What follows belongs to an exercise in optimizing a design on an open flow for small area; a production flow would make more cautious choices. Only simulation tests tie the RTL to the original design; equivalence was not proved. Power figures rest on the tool's default switching activity, not on a simulated workload.

red:
==> flow/design.v (excerpt) <==
module pipeline(
    clock,
    reset,
    imem_addr,
    imem_rdata,
    dmem_addr,
    dmem_wdata,
    dmem_we,
    dmem_re,
    dmem_rdata,
    program_done
);
==> flow/config.mk <==
export PLATFORM = sky130hd
export DESIGN_NAME = pipeline
export DESIGN_NICKNAME = pipeline
export VERILOG_FILES = /design/flow/design.v
export SDC_FILE = /design/flow/constraint.sdc
export NUM_CORES = 4
export LEC_CHECK = 0
export CAP_MARGIN = 10
export CORE_MARGIN = 2
export CORE_UTILIZATION = 55
export PLACE_DENSITY = 0.65
export SLEW_MARGIN = 10
export SYNTH_HIERARCHICAL = 1
==> flow/constraint.sdc <==
create_clock -name core_clock -period 10.0 [get_ports {clock}]
set_input_delay 2.0000 -clock core_clock [delete_from_list [all_inputs] [get_ports {clock}]]
set_output_delay 2.0000 -clock core_clock [all_outputs]
set_load 0.01 [all_outputs]
standard.sh (not shown) runs the stock make flow with config.mk's settings and CLKGATE_MAP_FILE= SYNTH_SCRIPT=/design/flow/synth_recipe.tcl, a recipe that flattens the netlist after the stock synthesis.
==> flow/flow/run.sh <==
#!/bin/bash
# Own layout flow: the standard synthesis and layout (standard.sh), with
# clock tree synthesis told not to add dummy loads and to cluster sinks in
# larger groups, and the port buffers made with buf_1. Each call's full
# output goes to its own log file in the work folder; ORFS keeps its
# per-step logs under orfs/logs.
set -euo pipefail
bash standard.sh synth > log_1_synth.txt 2>&1
bash standard.sh \
  "CTS_ARGS=-sink_clustering_enable -repair_clock_nets -dont_use_dummy_load -buf_list sky130_fd_sc_hd__clkbuf_4 -sink_clustering_size 8 -sink_clustering_max_diameter 50" \
  "BUFFER_PORTS_ARGS=-buffer_cell sky130_fd_sc_hd__buf_1" \
  finish > log_2_layout.txt 2>&1
red completed every stage of the flow, and the final layout passed the timing, DRC and antenna checks.
The inputs of blue differ from those of red as listed below.
# red
export LEC_CHECK = 0
export CAP_MARGIN = 10
export CORE_MARGIN = 2
export CORE_UTILIZATION = 55
export PLACE_DENSITY = 0.65
export SLEW_MARGIN = 10
export SYNTH_HIERARCHICAL = 1
create_clock -name core_clock -period 10.0 [get_ports {clock}]
# blue
export LEC_CHECK = 0
export CAP_MARGIN = 10
export CORE_MARGIN = 2
export CORE_UTILIZATION = 45
export PLACE_DENSITY = 0.6
export SLEW_MARGIN = 10
export SYNTH_HIERARCHICAL = 1
create_clock -name core_clock -period 10.0 [get_ports {clock}]
-- flow/flow/run.sh --
<<< red, line 8
bash standard.sh synth > log_1_synth.txt 2>&1
bash standard.sh \
  "CTS_ARGS=-sink_clustering_enable -repair_clock_nets -dont_use_dummy_load -buf_list sky130_fd_sc_hd__clkbuf_4 -sink_clustering_size 8 -sink_clustering_max_diameter 50" \
  "BUFFER_PORTS_ARGS=-buffer_cell sky130_fd_sc_hd__buf_1" \
  finish > log_2_layout.txt 2>&1
>>> blue, line 8
bash standard.sh synth > log_1_synth.txt 2>&1
bash standard.sh \
  "CTS_ARGS=-sink_clustering_enable -repair_clock_nets -dont_use_dummy_load -buf_list sky130_fd_sc_hd__clkbuf_8 -sink_clustering_size 16 -sink_clustering_max_diameter 50" \
  "BUFFER_PORTS_ARGS=-buffer_cell sky130_fd_sc_hd__buf_1" \
  finish > log_2_layout.txt 2>&1
Notes after the runs:
Summary of the comparison: final core utilization is lower in blue, relative to red.
The type of the worst setup path comes out reg2reg in one run and in2reg in the other, namely in red and blue respectively.
blue vs. red: DRC violation count after routing closely matched the old numbers, share of power burned in registers decreased by 2.0 points relative to the old numbers, area of all placed cells without fillers increased by about 1.5% relative to the old numbers.

========
Starting RTL as in the previous note.
// pipeline
module pipeline(
    clock,
    reset,
    imem_addr,
    imem_rdata,
    dmem_addr,
    dmem_wdata,
    dmem_we,
    dmem_re,
    dmem_rdata,
    program_done
);
==> flow/config.mk <==
export PLATFORM = sky130hd
export DESIGN_NAME = pipeline
export DESIGN_NICKNAME = pipeline
export VERILOG_FILES = /design/flow/design.v
export SDC_FILE = /design/flow/constraint.sdc
export NUM_CORES = 4
export LEC_CHECK = 0
export CAP_MARGIN = 10
export CORE_MARGIN = 2
export CORE_UTILIZATION = 55
export PLACE_DENSITY = 0.65
export SLEW_MARGIN = 10
export SYNTH_HIERARCHICAL = 1
==> flow/constraint.sdc <==
create_clock -name core_clock -period 10.0 [get_ports {clock}]
set_input_delay 2.0000 -clock core_clock [delete_from_list [all_inputs] [get_ports {clock}]]
set_output_delay 2.0000 -clock core_clock [all_outputs]
set_load 0.01 [all_outputs]
==> flow/flow/run.sh <==
#!/bin/bash
# Own layout flow: the standard synthesis (standard.sh synth), then
# the standard layout (standard.sh finish) with these changes:
#  - clock tree synthesis adds no dummy loads and builds the tree from
#    clkbuf_4 cells driving up to 8 flip-flops each;
#  - the port buffers are buf_1 cells;
#  - after synthesis the resizer may not use logic cells or buffers of
#    drive strength 4 or more (flow/dont_use.txt: the platform's don't-use
#    list plus those), so it buffers high fanout nets with small cells.
# Each call's full output goes to its own log file in the work folder;
# ORFS keeps its per-step logs under orfs/logs.
set -euo pipefail
bash standard.sh synth > log_1_synth.txt 2>&1
bash standard.sh \
  "CTS_ARGS=-sink_clustering_enable -repair_clock_nets -dont_use_dummy_load -buf_list sky130_fd_sc_hd__clkbuf_4 -sink_clustering_size 8 -sink_clustering_max_diameter 50" \
  "BUFFER_PORTS_ARGS=-buffer_cell sky130_fd_sc_hd__buf_1" \
  "DONT_USE_CELLS=$(cat flow/dont_use.txt)" \
  finish > log_2_layout.txt 2>&1
Other scripts of this flow, unchanged in this note and not shown: flow/flow/dont_use.txt
Change:
Settings changed: CORE_UTILIZATION 55 to 45, PLACE_DENSITY 0.65 to 0.6.
After rerunning:
- The new run produced a clean layout
- sequential power hardly moves
- via count went down by 1.5%
- design area went up by 0.85%
- core utilization went down by 11 points
- clock-buffer cell count went up by 3
- wire length went up by 1.8%
- clock skew went down by 9.6 ps
- non-clock buffer count went up by 18
Change:
--- a/flow/flow/run.sh
+++ b/flow/flow/run.sh
@@ -3,5 +3,5 @@
 # the standard layout (standard.sh finish) with these changes:
 #  - clock tree synthesis adds no dummy loads and builds the tree from
-#    clkbuf_4 cells driving up to 8 flip-flops each;
+#    clkbuf_4 cells driving up to 9 flip-flops each;
 #  - the port buffers are buf_1 cells;
 #  - after synthesis the resizer may not use logic cells or buffers of
@@ -13,5 +13,5 @@
 bash standard.sh synth > log_1_synth.txt 2>&1
 bash standard.sh \
-  "CTS_ARGS=-sink_clustering_enable -repair_clock_nets -dont_use_dummy_load -buf_list sky130_fd_sc_hd__clkbuf_4 -sink_clustering_size 8 -sink_clustering_max_diameter 50" \
+  "CTS_ARGS=-sink_clustering_enable -repair_clock_nets -dont_use_dummy_load -buf_list sky130_fd_sc_hd__clkbuf_4 -sink_clustering_size 9 -sink_clustering_max_diameter 50" \
   "BUFFER_PORTS_ARGS=-buffer_cell sky130_fd_sc_hd__buf_1" \
   "DONT_USE_CELLS=$(cat flow/dont_use.txt)" \
Result:
- setup slack improved by 51 ps
- die area is unchanged
- power decreases by 0.78%
- worst hold slack is about the same
- synthesized cell count is unchanged
- count of clock-buffer cells in the layout decreases by 15

========
Another version of the RTL of pipeline (not shown whole).
Size: roughly 4700 cells after synthesis, about 170 I/O pins, about 60000 um^2 of cells after synthesis.
==> flow/config.mk <==
export PLATFORM = sky130hd
export DESIGN_NAME = pipeline
export DESIGN_NICKNAME = pipeline
export VERILOG_FILES = /design/flow/design.v
export SDC_FILE = /design/flow/constraint.sdc
export NUM_CORES = 4
export LEC_CHECK = 0
export CAP_MARGIN = 10
export CORE_MARGIN = 2
export CORE_UTILIZATION = 45
export PLACE_DENSITY = 0.6
export SLEW_MARGIN = 10
export SYNTH_HIERARCHICAL = 1
==> flow/constraint.sdc <==
create_clock -name core_clock -period 10.0 [get_ports {clock}]
set_input_delay 2.0000 -clock core_clock [delete_from_list [all_inputs] [get_ports {clock}]]
set_output_delay 2.0000 -clock core_clock [all_outputs]
set_load 0.01 [all_outputs]
==> flow/flow/run.sh <==
#!/bin/bash
# Own layout flow: the standard synthesis and layout (standard.sh), with
# clock tree synthesis told not to add dummy loads and to cluster sinks in
# larger groups, and the port buffers made with buf_1. Each call's full
# output goes to its own log file in the work folder; ORFS keeps its
# per-step logs under orfs/logs.
set -euo pipefail
bash standard.sh synth > log_1_synth.txt 2>&1
bash standard.sh \
  "CTS_ARGS=-sink_clustering_enable -repair_clock_nets -dont_use_dummy_load -buf_list sky130_fd_sc_hd__clkbuf_8 -sink_clustering_size 16 -sink_clustering_max_diameter 50" \
  "BUFFER_PORTS_ARGS=-buffer_cell sky130_fd_sc_hd__buf_1" \
  finish > log_2_layout.txt 2>&1
Rerun with:
--- a/flow/flow/run.sh
+++ b/flow/flow/run.sh
@@ -8,5 +8,5 @@
 bash standard.sh synth > log_1_synth.txt 2>&1
 bash standard.sh \
-  "CTS_ARGS=-sink_clustering_enable -repair_clock_nets -dont_use_dummy_load -buf_list sky130_fd_sc_hd__clkbuf_8 -sink_clustering_size 16 -sink_clustering_max_diameter 50" \
+  "CTS_ARGS=-sink_clustering_enable -repair_clock_nets -dont_use_dummy_load -buf_list sky130_fd_sc_hd__clkbuf_16 -sink_clustering_size 30 -sink_clustering_max_diameter 60" \
   "BUFFER_PORTS_ARGS=-buffer_cell sky130_fd_sc_hd__buf_1" \
   finish > log_2_layout.txt 2>&1
Outcome: Total power rises by a few percent; clock skew falls by 11 ps; worst hold slack gets worse by 16 ps; final area grows slightly; routed wire length shrinks slightly; setup slack degrades by 220 ps; combinational power barely changes; register-to-register slack degrades by 30 ps; final cell count decreases slightly; utilization came out higher by 0.59 points.

========
pipeline, a different RTL version from the one above (not shown whole).
Size in the first run: about 0.062 mm² of cells after synthesis.
clock: 10.0 ns
lec_check: 0
cap_margin: 20
core_margin: 2
core_utilization: 45
place_density: 0.6
slew_margin: 20
==> flow/flow/run.sh <==
#!/bin/bash
# Own layout flow: the standard synthesis and layout (standard.sh), with
# clock tree synthesis told not to add dummy loads and to cluster sinks in
# larger groups, and the port buffers made with buf_1. Each call's full
# output goes to its own log file in the work folder; ORFS keeps its
# per-step logs under orfs/logs.
set -euo pipefail
bash standard.sh synth > log_1_synth.txt 2>&1
bash standard.sh \
  "CTS_ARGS=-sink_clustering_enable -repair_clock_nets -dont_use_dummy_load -buf_list sky130_fd_sc_hd__clkbuf_8 -sink_clustering_size 18 -sink_clustering_max_diameter 50" \
  "BUFFER_PORTS_ARGS=-buffer_cell sky130_fd_sc_hd__buf_1" \
  finish > log_2_layout.txt 2>&1
The starting point completed with no timing, DRC or antenna violations.
Edit:
--- a/flow/flow/run.sh
+++ b/flow/flow/run.sh
@@ -10 +10 @@
-  "CTS_ARGS=-sink_clustering_enable -repair_clock_nets -dont_use_dummy_load -buf_list sky130_fd_sc_hd__clkbuf_8 -sink_clustering_size 18 -sink_clustering_max_diameter 50" \
+  "CTS_ARGS=-sink_clustering_enable -repair_clock_nets -dont_use_dummy_load -buf_list sky130_fd_sc_hd__clkbuf_16 -sink_clustering_size 30 -sink_clustering_max_diameter 60" \
CAP_MARGIN = 10   (was 20)
SLEW_MARGIN = 10   (was 20)
Count of clock-buffer cells in the layout decreases by 30.
Via count fell by 0.42%.
Global-route usage is lower by 0.16 points.
Flip-flop and latch count does not change.
Worst setup slack gets better by 12 ps.
Cell count goes down by 0.41%.
Worst hold slack barely changes.
Sequential share of layout area fell by 0.49 points.
Area after synthesis does not change.
Die area is unchanged.
Power grows by 6.4%.

## re-timing with driven ports
Ports are ideal in the flow. The routed layouts listed here were re-timed in OpenROAD. Step 1 sets driving cells, clkbuf_16 on the clock port and buf_2 on the other inputs (assumed; they add their load-dependent delay and slew). Step 2 adds t to the input delays and takes it off the output delays; t is the mean of the earliest and latest rising clock arrival at the registers after step 1. Input paths then give back, and output paths get back, about the clock's delay inside the block. Three values: ideal, step 1, step 2; two values: the first two.
run	t (ns)	slack for setup (ns)	worst setup path at the end	latest minus earliest clock arrival (ns)
red	1.183	2.195 / 2.195 / 1.228	input to register	0.169 / 0.168
blue	0.945	2.162 / 2.169 / 1.224	input to register	0.125 / 0.126
the first run of note 2	1.179	2.219 / 2.264 / 1.085	input to register	0.141 / 0.141
the second run of note 2	1.248	2.297 / 2.343 / 1.095	input to register	0.158 / 0.159
the third run of note 2	1.262	2.348 / 2.391 / 1.129	input to register	0.177 / 0.178
the first run of note 3	0.962	2.052 / 2.103 / 1.142	input to register	0.120 / 0.121
the second run of note 3	0.791	1.836 / 1.885 / 1.094	input to register	0.120 / 0.120
the first run of note 4	0.949	2.158 / 2.158 / 1.445	input to register	0.154 / 0.155
the second run of note 4	0.820	2.170 / 2.170 / 1.417	input to register	0.135 / 0.135
After both steps every run listed still meets setup and hold. The setup slack of the third run of note 2, which loses most, moves by +0.043 ns with the drivers and by -1.219 ns with both steps.
